Background: an optimization exercise with open tools, aiming at small area. Do not read the settings as production practice. Function was checked by simulation only, so behaviour that the tests miss may differ from the original. No activity file was given, so power comes from the tool's default toggle rates.

===== flow/flow/run.sh =====
#!/bin/bash
# Layout flow: the standard flow (standard.sh: the standard synthesis and
# ORFS place and route) with three changes to how the layout is made:
#  - ports are buffered with buf_1 instead of a delay cell,
#  - clock tree synthesis uses no dummy loads,
#  - clock tree buffers are clkbuf_8, with clusters of up to 18 sinks.
# Every tool's output is kept in a log file in this folder.
set -e
export BUFFER_PORTS_ARGS="-buffer_cell sky130_fd_sc_hd__buf_1"
export CTS_ARGS="-sink_clustering_enable -repair_clock_nets -dont_use_dummy_load -sink_clustering_size 18 -sink_clustering_max_diameter 60 -buf_list {sky130_fd_sc_hd__clkbuf_8}"
bash standard.sh > standard_flow.log 2>&1

===== flow/standard.sh =====
#!/bin/bash
# synth_recipe.tcl (not shown) runs the flow's synth.tcl, then flattens the netlist and writes it again
# the make line also repeats each setting of config.mk as NAME=value (left out here)
make -C /OpenROAD-flow-scripts/flow DESIGN_CONFIG=/design/flow/config.mk WORK_HOME=/design/flow/orfs CLKGATE_MAP_FILE= SYNTH_SCRIPT=/design/flow/synth_recipe.tcl "${@:-finish}"

===== flow/config.mk =====
export PLATFORM = sky130hd
export DESIGN_NAME = lasd_cpu
export DESIGN_NICKNAME = lasd_cpu
export VERILOG_FILES = /design/flow/design.v
export SDC_FILE = /design/flow/constraint.sdc
export NUM_CORES = 4
export LEC_CHECK = 0
export CAP_MARGIN = 20
export CORE_MARGIN = 2
export CORE_UTILIZATION = 35
export PLACE_DENSITY = 0.9
export SLEW_MARGIN = 20
export SYNTH_HIERARCHICAL = 1

===== flow/constraint.sdc =====
create_clock -name core_clock -period 10.0 [get_ports {clk}]
set_input_delay 2.0000 -clock core_clock [delete_from_list [all_inputs] [get_ports {clk}]]
set_output_delay 2.0000 -clock core_clock [all_outputs]
set_load 0.01 [all_outputs]

===== flow/design.v =====
module registrars_bank (
  input        clk,
  input        rst,
  input  [7:0] wd3,
  input  [2:0] wa3,
  input        we3,
  input  [2:0] ra1, ra2,
  output [7:0] rd1, rd2,
  output [7:0] saida_1, saida_2, saida_3, saida_4, saida_5, saida_6, saida_7);
  wire [8*8-1:0] x;
  assign x[7:0] = 8'd0;
  wire [7:0] wsel = {7'd0, we3} << wa3;
  wire [7:0] sel1 = 8'd1 << ra1;
  wire [7:0] sel2 = 8'd1 << ra2;
  genvar k, b;
  generate
    for (k = 1; k < 8; k = k + 1) begin : reg_g
      wire we = wsel[k];
      wire hold = ~wsel[k];
      for (b = 0; b < 8; b = b + 1) begin : bit_g
        reg_bit u (.clk(clk), .rst(rst), .we(we), .hold(hold), .d(wd3[b]),
          .q(x[8*k + b]));
      end
    end
    for (b = 0; b < 8; b = b + 1) begin : rd_g
      reg_rd_bit p1 (.s(sel1[7:1]), .d({x[56+b], x[48+b], x[40+b], x[32+b],
        x[24+b], x[16+b], x[8+b]}), .q(rd1[b]));
      reg_rd_bit p2 (.s(sel2[7:1]), .d({x[56+b], x[48+b], x[40+b], x[32+b],
        x[24+b], x[16+b], x[8+b]}), .q(rd2[b]));
    end
  endgenerate
  assign saida_1 = x[15:8];  assign saida_2 = x[23:16];
  assign saida_3 = x[31:24]; assign saida_4 = x[39:32];
  assign saida_5 = x[47:40]; assign saida_6 = x[55:48];
  assign saida_7 = x[63:56];
endmodule
module reg_bit (
  input      clk,
  input      rst,
  input      we,
  input      hold,
  input      d,
  output reg q);
  always @(posedge clk or negedge rst)
    if (!rst) q <= 1'b0;
    else q <= (d & we) | (q & hold);
endmodule
module reg_rd_bit (
  input  [6:0] s,
  input  [6:0] d,
  output       q);
  assign q = |(s & d);
endmodule
module Data_mem (
  input        clk,
  input        rst,       
  input  [7:0] A,
  input  [7:0] WD,
  input        WE,
  input  [7:0] sw_in,
  output [7:0] RD);
  reg written;
  always @(posedge clk or negedge rst)
    if (!rst) written <= 1'b0;
    else if (WE) written <= 1'b1;
  wire clr_n = ~(WE & ~written);
  wire [15:0] lo    = 16'b1 << A[3:0];
  wire [15:0] hi    = 16'b1 << A[7:4];
  wire [15:0] hi_rd = hi & {lo[15] | written, {15{written}}};
  wire [15:0] hi_wr = hi & {16{WE}};
  wire [7:0] wd_n = ~WD;
  wire [8*256-1:0] data_n;
  assign data_n[8*255 +: 8] = ~sw_in;
  wire [15:0] lo_n = ~lo;
  genvar i;
  generate
    for (i = 0; i < 255; i = i + 1) begin : byte_g
      wire we_n, hold_n;
      mem_dec dec (.lo(lo[i % 16]), .hi_wr(hi_wr[i / 16]), .we_n(we_n));
      mem_hold hld (.we_n(we_n), .clr_n(clr_n), .hold_n(hold_n));
      mem_byte u (.clk(clk), .we_n(we_n), .hold_n(hold_n), .d_n(wd_n),
        .q_n(data_n[8*i +: 8]));
    end
  endgenerate
  generate
    for (i = 0; i < 8; i = i + 1) begin : rd_g
      wire [15:0] grp_n;
      genvar g, k;
      for (g = 0; g < 16; g = g + 1) begin : grp_g
        wire [15:0] col_n;
        for (k = 0; k < 16; k = k + 1) begin : col_g
          assign col_n[k] = data_n[8*(16*g + k) + i];
        end
        mem_rd_grp r (.lo_n(lo_n), .d_n(col_n), .hi(hi_rd[g]),
          .y_n(grp_n[g]));
      end
      mem_rd_fin f (.y_n(grp_n), .q(RD[i]));
    end
  endgenerate
endmodule
module mem_dec (
  input  lo, hi_wr,
  output we_n);
  assign we_n = ~(lo & hi_wr);
endmodule
module mem_hold (
  input  we_n, clr_n,
  output hold_n);
  assign hold_n = ~(we_n & clr_n);
endmodule
module mem_byte (
  input        clk,
  input        we_n,
  input        hold_n,
  input  [7:0] d_n,
  output [7:0] q_n);
  genvar b;
  generate
    for (b = 0; b < 8; b = b + 1) begin : bit_g
      mem_bit u (.clk(clk), .we_n(we_n), .hold_n(hold_n), .d_n(d_n[b]),
        .q_n(q_n[b]));
    end
  endgenerate
endmodule
module mem_bit (
  input      clk,
  input      we_n,
  input      hold_n,
  input      d_n,
  output reg q_n);
  always @(posedge clk)
    q_n <= (d_n | we_n) & (q_n | hold_n);
endmodule
module mem_rd_grp (
  input  [15:0] lo_n,
  input  [15:0] d_n,
  input         hi,
  output        y_n);
  wire [1:0] h;
  mem_rd_half h0 (.lo_n(lo_n[7:0]),  .d_n(d_n[7:0]),  .y(h[0]));
  mem_rd_half h1 (.lo_n(lo_n[15:8]), .d_n(d_n[15:8]), .y(h[1]));
  assign y_n = ~(hi & (h[0] | h[1]));
endmodule
module mem_rd_half (
  input  [7:0] lo_n,
  input  [7:0] d_n,
  output       y);
  assign y = ~&(lo_n | d_n);
endmodule
module mem_rd_fin (
  input  [15:0] y_n,
  output        q);
  assign q = ~&y_n;
endmodule
`default_nettype none
module lasd_cpu (
input wire clk,
input wire rst_n,
output wire [7:0] instr_addr,
input wire [31:0] instr,
input wire [7:0] sw_in,
output wire [7:0] data_out,
output wire [7:0] reg_x1, reg_x2, reg_x3, reg_x4, reg_x5, reg_x6, reg_x7
);
wire [6:0] op = instr[6:0];
wire [2:0] f3 = instr[14:12];
wire [6:0] f7 = instr[31:25];
wire f3_0  = (f3 == 3'b000);
wire f7_0  = (f7 == 7'b0000000);
wire opR   = (op == 7'b0110011);
wire isR   = opR & ((f7_0 & (f3 != 3'b001) & (f3 != 3'b011)) |
                    ((f7 == 7'b0100000) & f3_0));
wire isI   = (op == 7'b0010011) & (f3_0 | (f3 == 3'b110) | (f3 == 3'b111));
wire isL   = (op == 7'b0000011) & f3_0;
wire isS   = (op == 7'b0100011) & f3_0;
wire isB   = (op == 7'b1100011) & f3_0;
wire isJ   = (op == 7'b1101111);
wire isJR  = (op == 7'b1100111) & f3_0;
wire imm_sb = op[5] & ~op[2];               
wire src_r  = op[5] & op[4];                
wire a_pc   = op[6] & (op[3] | ~op[2]);     
wire sub    = instr[30] | instr[13];        
wire [7:0] pc;
wire [7:0] r1, r2;
wire [7:0] imm;
assign imm[7:5] = instr[27:25];
assign imm[4:1] = imm_sb ? instr[11:8] : instr[24:21];
assign imm[0]   = imm_sb ? (~op[6] & instr[7]) : (~op[3] & instr[20]);
wire [7:0] b    = src_r ? r2 : imm;
wire [7:0] a    = a_pc ? pc : r1;
wire       cin  = src_r & sub;
wire [8:0] sum9 = {1'b0, a} + {1'b0, b ^ {8{cin}}} + {8'd0, cin};
wire [7:0] sum  = sum9[7:0];
wire       ltu  = ~sum9[8];
wire [7:0] imm_ls;
assign imm_ls[7:5] = instr[27:25];
assign imm_ls[4:1] = op[5] ? instr[11:8] : instr[24:21];
assign imm_ls[0]   = op[5] ? instr[7] : instr[20];
wire [7:0] addr = r1 + imm_ls;
wire [7:0] srl  = (|b[7:3]) ? 8'd0 : (r1 >> b[2:0]);
reg [7:0] alu;
always @(*) begin
  case (f3)
    3'b111:  alu = r1 & b;
    3'b110:  alu = r1 | b;
    3'b100:  alu = r1 ^ b;
    3'b010:  alu = {7'd0, ltu};
    3'b101:  alu = srl;
    default: alu = sum;
  endcase
end
wire [7:0] pc4 = {pc[7:2] + 6'd1, pc[1:0]};
wire [7:0] ld;
Data_mem memoria_dados (.clk(clk), .rst(rst_n), .A(addr), .WD(r2), .WE(isS),
  .sw_in(sw_in), .RD(ld));
wire [7:0] wd = op[4] ? alu : (op[2] ? pc4 : ld);
wire       we = isR | isI | isL | isJ;
registrars_bank registradores (.clk(clk), .rst(rst_n), .wd3(wd),
  .wa3(instr[9:7]), .we3(we), .ra1(instr[17:15]), .ra2(instr[22:20]),
  .rd1(r1), .rd2(r2),
  .saida_1(reg_x1), .saida_2(reg_x2), .saida_3(reg_x3), .saida_4(reg_x4),
  .saida_5(reg_x5), .saida_6(reg_x6), .saida_7(reg_x7));
wire eq    = (r1 == r2);
wire taken = isJ | isJR | (isB & eq);
reg [7:0] pc_q;
always @(posedge clk or negedge rst_n)
  if (!rst_n) pc_q <= 8'd0;
  else pc_q <= taken ? sum : pc4;
wire       out_we = isS & (addr == 8'hFF);
wire       out_hold = ~out_we;
wire [7:0] out_q;
genvar gi;
generate
  for (gi = 0; gi < 8; gi = gi + 1) begin : out_g
    reg_bit u (.clk(clk), .rst(rst_n), .we(out_we), .hold(out_hold),
      .d(r2[gi]), .q(out_q[gi]));
  end
endgenerate
assign pc = pc_q;
assign instr_addr = pc_q;
assign data_out = out_q;
endmodule
`default_nettype wire

==> metrics.log, run 1 <==
[metrics] post-CTS setup buffer count: 0
[metrics] crit path kind: in2reg
[metrics] vertical extent of the die: 470 um
[metrics] flops & latches, synth: 2113
[metrics] worst-case clock buffer depth: 3
[metrics] data arrival time of the worst path: 9.33 ns
[metrics] sequential fraction of design power: 62.2%
[metrics] ratio of cells with drive above 1 in the final layout: 5.24%
[metrics] worst-case reg-to-reg path depth: 18
[metrics] switching pwr: 3.88 mW
[metrics] number of fill cells: 20100
[metrics] reg2reg setup slack: 2.68 ns
[metrics] post-layout min period: 8.53 ns
[metrics] post-synthesis share of cell area spent on xor and xnor gates: 0.323%
[metrics] worst min-delay path endpoint: memoria_dados.byte_g[81].u.bit_g[4].u.q_n
[metrics] power density of the placed cells: 175 mW/mm^2
[metrics] Max-slew headroom: 12.6%
[metrics] number of nets still failing antenna checks after routing: 0
[metrics] antenna violations before repair: 16
[metrics] number of nets at the end of the flow: 7157
[metrics] worst path required time: 10.81 ns
[metrics] placed standard-cell area: 0.0817 sq mm
[metrics] final count of hold timing violations: 0
[metrics] Remaining DRCs: 0
[metrics] number of setup violations in the final report: 0
[metrics] Unique masters post-synth: 78
[metrics] post-route cell area: 0.0837 sq mm
[metrics] syn_area_per_cell: 11.3 sq um
[metrics] DIE AREA: 0.221 sq mm
[metrics] post-cts sizing count: 0
[metrics] detailed-route wire length: 252000 um
[metrics] fraction of synthesized area in multiplexers: 0.560%
[metrics] synthesized net count: 6785
[metrics] number of H-tree levels: 4
[metrics] delay of the slowest cell on the worst path: 0.81 ns
[metrics] number of buffers inserted for hold repair after clock tree synthesis: 0
[metrics] 1st-iter DRT viols: 9762
[metrics] synthesized-area fraction occupied by ao, oa, aoi and oai cells: 34.9%
[metrics] first drt pass iteration count: 7
[metrics] adder and majority cell fraction of the synthesized area: 0.563%
[metrics] average vias per placed instance: 6.74
[metrics] Pleak: 32.5 nW
[metrics] clock latency reported for the late side of the worst-skew pair: 0.97 ns
[metrics] Cell Count, Final, Fillers Out: 9948
[metrics] ys flop type: sky130_fd_sc_hd__dfxtp_1
[metrics] post-synthesis cell area: 0.0760 sq mm
[metrics] pin slew with the least headroom to its limit: 1.31 ns
[metrics] top cell family by delay on the critical path: simple AND/OR/NAND/NOR gates
[metrics] sink count of the clock tree: 2113
[metrics] number of top-level pins: 114
[metrics] CTS tree: built
[metrics] buffering stage count on the worst path with inverters included: 3
[metrics] launch instance of the worst register-to-register path: registradores.reg_g[1].bit_g[2].u.q
[metrics] kind of launch point of the worst setup path: input port
[metrics] fraction of power spent switching nets: 26.5%
[metrics] Horiz. Die Dim: 470 um
[metrics] WHS Path Cells: 1
[metrics] Rows: 171
[metrics] port bufs: 111
[metrics] sequential share of the synthesized area: 56.2%
[metrics] Clk network pwr share: 25.9%
[metrics] yosys synthesis warning count: 10
[metrics] startpoint of the worst hold path: memoria_dados.byte_g[81].u.bit_g[4].u.q_n
[metrics] routed wirelength normalized by instance count: 25.3 um
[metrics] Overflow after GRT: 0
[metrics] share of async-settable or async-resettable flops after synthesis: 3.45%
[metrics] VDD IR max: 0.165 mV
[metrics] clock-pin transition on the worst setup and hold timing paths: 0.09 ns
[metrics] area added between synthesis and finish: 10.2%
[metrics] ordered cell list for the critical path: buf_1 > nor3b_1 > a222oi_1 > nand3_1 > buf_4 > ha_1 > a21o_1 > a21oi_1 > xnor2_2 > and2b_1 > nand2_4 > buf_4 > o22ai_1 > or4_1 > o21ai_1 > nand4_1 > or4_1 > nor2_1 > a211oi_1 > or3_1 > o211a_1 > a22o_1
[metrics] simple logic cell fraction of the synthesized area: 7.05%
[metrics] outcome: timing/DRC/antenna clean
[metrics] cell-internal power: 10.8 mW
[metrics] utilization after layout: 38.7%
[metrics] Max Clk Rate: 117 MHz
[metrics] Final period util: 85.3%
[metrics] Post-synth EDFFs: 0
[metrics] maximum fanout count along the critical path: 20
[metrics] most frequent cells in the layout: sky130_fd_sc_hd__o22a_1, sky130_fd_sc_hd__dfxtp_1, sky130_fd_sc_hd__o22ai_1
[metrics] final setup skew: 0.0934 ns
[metrics] number of global-route vias before repair: 63200
[metrics] routability congestion estimate from global placement: 1.03
[metrics] pin count of the biggest net entering global routing: 167
[metrics] path category of the worst min-delay check: reg2reg
[metrics] dominant combinational cell family by area after synthesis: compound AO/OA/AOI/OAI gates
[metrics] Post-Synthesis Cells: 6710
[metrics] sum of negative setup slack: 0 ns
[metrics] unrepaired setup endpoints after global routing: no
[metrics] reported max-cap violation count: 0
[metrics] root buffer cell: sky130_fd_sc_hd__clkbuf_8
[metrics] Initial Util: 35.1%
[metrics] area of the core: 0.217 sq mm
[metrics] GRT Util Overall: 21.5%
[metrics] Via Count: 67000
[metrics] Worst Setup End Kind: register
[metrics] TritonCTS Buffers: 139
[metrics] portion of total power attributed to combinational logic: 11.9%
[metrics] Inst Count DP: 9794
[metrics] standard cell with the maximum stage delay on the critical path: sky130_fd_sc_hd__xnor2_2
[metrics] DP HPWL: 161000 um
[metrics] global-route wire length before repair: 381000 um
[metrics] Worst R2R End: registradores.reg_g[4].bit_g[7].u.q
[metrics] number of max-slew violations in the final report: 0
## state kept, by name, summed over array words and instances (netlist names)
| register | count |
|---|---|
| pc_q | 8 |
| out_g.u.q | 8 |
| memoria_dados.byte_g.u.bit_g.u.q_n | 2040 |
| registradores.reg_g.bit_g.u.q | 56 |
| memoria_dados.written | 1 |
## per-layer routing
layer	up-vias	track usage, %	wire, um
li1	28700	-	-
met1	32500	27.3	93500
met2	4735	32.5	108000
met3	1088	5.35	32000
met4	14	13.8	17900
met5	-	0	85
## power by group through the flow
stage | Clock [mW] | Sequential [mW] | Combinational, mW
5_1_grt | 4.08 | 9.16 | 1.81
4_1_cts | 3.79 | 9.11 | 1.67
2_1_floorplan | 0 | 9.22 | 1.05
3_5_place_dp | 0 | 9.30 | 1.66
6_report | 3.79 | 9.12 | 1.74
3_3_place_gp | 0 | 9.27 | 1.61
## modules after synthesis (local to each module, per instance), excerpt
module	cell area [sq um]	times used	flip-flops and latches
Data_mem	567	1	1
reg_rd_bit	30.0	16	0
mem_rd_half	32.5	256	0
mem_rd_fin	32.5	8	0
mem_dec	3.75	255	0
mem_rd_grp	5.00	128	0
## how the worst max path moves through the flow
stage	cells after the start	start	endpoint
floorplan	18	instr[16]	registradores.reg_g[1].bit_g[2].u.q
global placement	22	instr[16]	registradores.reg_g[4].bit_g[7].u.q
detailed placement	22	instr[15]	registradores.reg_g[4].bit_g[7].u.q
CTS	22	instr[15]	registradores.reg_g[4].bit_g[7].u.q
global route	22	instr[16]	registradores.reg_g[4].bit_g[7].u.q
finish	22	instr[17]	registradores.reg_g[4].bit_g[7].u.q
## Yosys cell counts, drive strengths merged (17+ instances only)
library cell | n | area share [%]
buf | 17 | 0.17
o22a | 2040 | 24
a22o | 65 | 0.75
or4 | 264 | 2.6
nand4 | 41 | 0.34
inv | 42 | 0.21
mux2 | 17 | 0.25
dfxtp | 2040 | 54
o22ai | 1029 | 8.5
a22oi | 34 | 0.34
xnor2 | 20 | 0.23
dfrtp | 73 | 2.4
a21oi | 25 | 0.19
nor2 | 65 | 0.32
o21ai | 144 | 0.96
nand3 | 30 | 0.20
ha | 31 | 0.51
nand2 | 556 | 2.7
## per-stage QoR
| stage | hold WS (ns) | setup WS (ns) | power, mW |
|---|---|---|---|
| after global placement | 0.443 | 0.944 | 10.9 |
| final | 0.466 | 1.47 | 14.7 |
| after floorplan | 0.437 | 0.712 | 10.3 |
| after detailed placement | 0.451 | 0.918 | 11.0 |
| after CTS | 0.467 | 1.87 | 14.6 |
| after global routing | 0.482 | 1.44 | 15.0 |
## layout make-up
type | instances | area (sq um) | area share [%]
Inverter | 42 | 223 | 0.266
Sequential cell | 2113 | 42700 | 51.0
Clock buffer | 139 | 1910 | 2.29
Timing Repair Buffer | 257 | 2040 | 2.44
Tap cell | 2854 | 3570 | 4.27
Antenna cell | 14 | 35.0 | 0.0419
Multi-Input combinational cell | 4529 | 33300 | 39.7
## cells by family (layout without fill, tap and decap cells)
group | count (synthesis) | count (layout)
flops | 2113 | 2113
buf+inv | 68 | 438
mux | 35 | 35
fa+ha+maj | 33 | 33
other cells | 0 | 14
simple gates | 1037 | 1037
xor+xnor | 28 | 28
compound gates | 3396 | 3396
==> run 2, diff against run 1 <==
--- a/flow/config.mk
+++ b/flow/config.mk
@@ -7,7 +7,7 @@
 export LEC_CHECK = 0
 export CAP_MARGIN = 20
 export CORE_MARGIN = 2
-export CORE_UTILIZATION = 35
+export CORE_UTILIZATION = 50
 export PLACE_DENSITY = 0.9
 export SLEW_MARGIN = 20
 export SYNTH_HIERARCHICAL = 1
==> run 2 against run 1 <==
Count of clock-buffer cells in the layout up 3. Combinational power about the same. Register-to-register slack worse by 0.12 ns. Total power about the same. Setup slack better by 0.093 ns. Final area down 1.3%.
==> metrics.log, run 2 <==
[metrics] Via Count: 66400
[metrics] largest register by flop count: memoria_dados.byte_g.u.bit_g.u.q_n
[metrics] syn_area_per_cell: 11.3 sq um
[metrics] detailed-route wire length: 245000 um
[metrics] simple logic cell fraction of the synthesized area: 7.05%
[metrics] VDD IR max: 0.131 mV
[metrics] Initial Util: 50.2%
[metrics] port bufs: 111
[metrics] outcome: timing/DRC/antenna clean
[metrics] largest registers ranked by flip-flop count: memoria_dados.byte_g.u.bit_g.u.q_n (2040), registradores.reg_g.bit_g.u.q (56)
[metrics] number of max-slew violations in the final report: 0
[metrics] first drt pass iteration count: 9
[metrics] Max-slew headroom: 18.0%
[metrics] kind of launch point of the worst setup path: input port
[metrics] Unique masters post-synth: 78
[metrics] met2 Track Usage GR: 45.0%
[metrics] sequential fraction of design power: 62.2%
[metrics] clock latency reported for the late side of the worst-skew pair: 0.96 ns
[metrics] cell-internal power: 10.8 mW
[metrics] average vias per placed instance: 7.28
[metrics] post-layout min period: 8.43 ns
[metrics] number of nets still failing antenna checks after routing: 0
[metrics] vertical extent of the die: 394 um
[metrics] Overflow after GRT: 0
[metrics] max FFs per register: 2040
[metrics] post-cts sizing count: 0
[metrics] final count of hold timing violations: 0
[metrics] post-CTS setup buffer count: 0
[metrics] data arrival time of the worst path: 9.30 ns
[metrics] switching pwr: 3.87 mW
[metrics] portion of total power attributed to combinational logic: 11.7%
[metrics] clock-pin transition on the worst setup and hold timing paths: 0.08 ns
[metrics] GRT Util Overall: 29.9%
[metrics] number of buffers inserted for hold repair after clock tree synthesis: 0
[metrics] Clk network pwr share: 26.1%
[metrics] DIE AREA: 0.155 sq mm
[metrics] Horiz. Die Dim: 394 um
[metrics] ys flop type: sky130_fd_sc_hd__dfxtp_1
[metrics] post-synthesis share of cell area spent on xor and xnor gates: 0.323%
[metrics] unrepaired setup endpoints after global routing: no
[metrics] reported max-cap violation count: 0
[metrics] sink count of the clock tree: 2113
[metrics] dominant combinational cell family by area after synthesis: compound AO/OA/AOI/OAI gates
[metrics] Final period util: 84.3%
[metrics] number of H-tree levels: 4
[metrics] synthesized net count: 6785
[metrics] area added between synthesis and finish: 8.79%
[metrics] TritonCTS Buffers: 142
[metrics] number of setup violations in the final report: 0
[metrics] Synth top area share: 53.8%
[metrics] root buffer cell: sky130_fd_sc_hd__clkbuf_8
[metrics] power density of the placed cells: 178 mW/mm^2
[metrics] Worst Setup End Kind: register
[metrics] sum of negative setup slack: 0 ns
[metrics] fraction of synthesized area in multiplexers: 0.560%
[metrics] final setup skew: 0.0962 ns
[metrics] largest area contributor in the netlist: sky130_fd_sc_hd__dfxtp_1
[metrics] yosys synthesis warning count: 10
[metrics] path category of the worst min-delay check: reg2reg
[metrics] number of top-level pins: 114
[metrics] ratio of cells with drive above 1 in the final layout: 5.27%
[metrics] routability congestion estimate from global placement: 1.03
[metrics] CTS tree: built
[metrics] worst-case clock buffer depth: 3
[metrics] Pleak: 32.4 nW
[metrics] total power after layout: 14.7 mW
[metrics] routed wirelength normalized by instance count: 26.9 um
[metrics] area of the core: 0.151 sq mm
[metrics] most frequent cells in the layout: sky130_fd_sc_hd__o22a_1, sky130_fd_sc_hd__dfxtp_1, sky130_fd_sc_hd__o22ai_1
[metrics] maximum fanout count along the critical path: 11
[metrics] adder and majority cell fraction of the synthesized area: 0.563%
[metrics] routing layer with the top usage in global route: met2
[metrics] number of fill cells: 12500
[metrics] crit path kind: in2reg
[metrics] worst path required time: 10.87 ns
[metrics] Remaining DRCs: 0
[metrics] sequential share of the synthesized area: 56.2%
[metrics] GRT met3 Usage: 7.34%
[metrics] post-synthesis cell area: 0.0760 sq mm
[metrics] flops & latches, synth: 2113
[metrics] list of most frequent post-synthesis cells: sky130_fd_sc_hd__dfxtp_1, sky130_fd_sc_hd__o22a_1, sky130_fd_sc_hd__o22ai_1
[metrics] Post-Synthesis Cells: 6710
[metrics] share of async-settable or async-resettable flops after synthesis: 3.45%
[metrics] pin slew with the least headroom to its limit: 1.23 ns
[metrics] pin count of the biggest net entering global routing: 161
[metrics] global routing usage on met1: 37.9%
[metrics] antenna violations before repair: 12
[metrics] DP HPWL: 155000 um
[metrics] largest cells by area after synthesis: sky130_fd_sc_hd__dfxtp_1, sky130_fd_sc_hd__o22a_1, sky130_fd_sc_hd__o22ai_1
[metrics] tightest hold margin: 0.469 ns
[metrics] synthesized-area fraction occupied by ao, oa, aoi and oai cells: 34.9%
[metrics] fraction of power spent switching nets: 26.4%
[metrics] Rows: 143
[metrics] 1st-iter DRT viols: 8842
[metrics] Post-synth EDFFs: 0
[metrics] global-route wire length before repair: 370000 um
[metrics] number of global-route vias before repair: 63500
[metrics] Max Clk Rate: 119 MHz
[metrics] number of nets at the end of the flow: 7160
run 2: cell count changes in the layout (fill, tap and decap cells not counted), sizes merged:
cell,change
diode,-6
clkbuf,+3
run 2: final timing paths:
kind	start	to	slack [ns]	cells after the start
worst max register to register	registradores.reg_g[1].bit_g[0].u.q	registradores.reg_g[5].bit_g[7].u.q	2.56	19
min in group asynchronous	rst_n	pc_q[7]	1.17	1
worst max-delay path	instr[15]	registradores.reg_g[7].bit_g[0].u.q	1.57	20
max in group asynchronous	rst_n	registradores.reg_g[7].bit_g[4].u.q	8.16	1
worst min register to register	memoria_dados.byte_g[225].u.bit_g[6].u.q_n	memoria_dados.byte_g[225].u.bit_g[6].u.q_n	0.47	1
worst min-delay path	memoria_dados.byte_g[225].u.bit_g[6].u.q_n	memoria_dados.byte_g[225].u.bit_g[6].u.q_n	0.47	1
run 2: layout make-up:
class                   count  area (sq um)  area share (%)
diodes                      8          20.0          0.0242
clock buffers             142          1950            2.36
inverters                  42           223           0.269
multi-input cells        4529         33200            40.2
flip-flops and latches   2113         42700            51.6
well taps                2030          2540            3.07
repair buffers            257          2000            2.43
run 2: cell families (layout without fill, tap and decap cells):
| kind of cell | Yosys count | after routing |
|---|---|---|
| fa+ha+maj | 33 | 33 |
| flops | 2113 | 2113 |
| compound gates | 3396 | 3396 |
| xor+xnor | 28 | 28 |
| other cells | 0 | 8 |
| simple gates | 1037 | 1037 |
| buf+inv | 68 | 441 |
| mux | 35 | 35 |
run 2: metal layers:
layer	wire, um	part of all wire (%)
met1	92000	38
met2	105000	43
met3	29500	12
met4	18300	7.5
met5	103	0.042
run 2: modules after synthesis, one instance, submodules excluded, a selection:
module	flip-flops and latches	cell area [sq um]	cells inside	copies in the design
mem_rd_grp	0	5.00	1	128
lasd_cpu	8	2630	331	1
mem_rd_half	0	32.5	5	256
reg_rd_bit	0	30.0	4	16
reg_bit	1	33.8	2	64
Data_mem	1	567	117	1
mem_rd_fin	0	32.5	5	8
mem_hold	0	3.75	1	255
registrars_bank	0	292	32	1
mem_bit	1	28.8	2	2040
mem_dec	0	3.75	1	255
run 2: through the flow:
stage	setup slack (ns)	util, %	instance area (sq um)	cells
after floorplan	0.712	-	76000	6710
after global placement	0.981	53.3	80700	8971
after detailed placement	0.930	53.3	80700	8971
after CTS	1.90	54.6	82600	9113
after global routing	1.56	54.6	82600	9116
final	1.57	54.6	82700	9121
run 2: power groups by stage:
stage	Combinational (mW)	Clock, mW	Sequential, mW
6_report	1.72	3.83	9.12
5_1_grt	1.78	4.14	9.16
4_1_cts	1.65	3.82	9.11
3_5_place_dp	1.64	0	9.30
3_3_place_gp	1.59	0	9.27
2_1_floorplan	1.05	0	9.22
run 2: critical path, stage by stage:
cell	delay (ns)
sky130_fd_sc_hd__buf_1	0.18
sky130_fd_sc_hd__nor3b_1	0.71
sky130_fd_sc_hd__a222oi_1	0.29
sky130_fd_sc_hd__nand3_1	0.42
sky130_fd_sc_hd__ha_1	0.28
sky130_fd_sc_hd__a21o_1	0.13
sky130_fd_sc_hd__a21oi_1	0.11
sky130_fd_sc_hd__nor2_1	0.16
sky130_fd_sc_hd__o31a_1	0.18
sky130_fd_sc_hd__o22ai_1	0.11
sky130_fd_sc_hd__xnor2_1	0.84
sky130_fd_sc_hd__nand3b_1	0.63
sky130_fd_sc_hd__nor2_1	0.87
sky130_fd_sc_hd__o21ai_1	0.36
sky130_fd_sc_hd__nand4_1	0.38
sky130_fd_sc_hd__or4_1	0.25
sky130_fd_sc_hd__mux2_2	0.18
sky130_fd_sc_hd__o22ai_1	0.10
sky130_fd_sc_hd__a31oi_1	0.83
sky130_fd_sc_hd__a22o_1	0.27

[what the ideal ports hide]
The results above use ideal ports. As a check the final layouts listed here were re-extracted and re-timed, cells and wires unchanged. Step 1: set_driving_cell puts a clkbuf_16 on clk and a buf_2 on each other input, an assumption about the parent block. Step 2 moves the port delays by t, midway between the first and last clock arrival at a register: inputs arrive t later, outputs are due t later. That takes back most of the time a late clock gives input paths. Slacks: no drivers / after step 1 / after step 2; pairs: no drivers / after step 1.
| run | shift t [ns] | slack for setup (ns) | latest minus earliest clock arrival (ns) |
|---|---|---|---|
| run 1 | 0.992 | 1.474 / 1.524 / 0.532 | 0.101 / 0.101 |
| run 2 | 0.997 | 1.566 / 1.608 / 0.611 | 0.102 / 0.102 |
After both steps setup and hold are still met in every run listed. For run 2, which loses most, drivers alone change the setup slack by +0.042 ns; drivers and shift together by -0.955 ns.
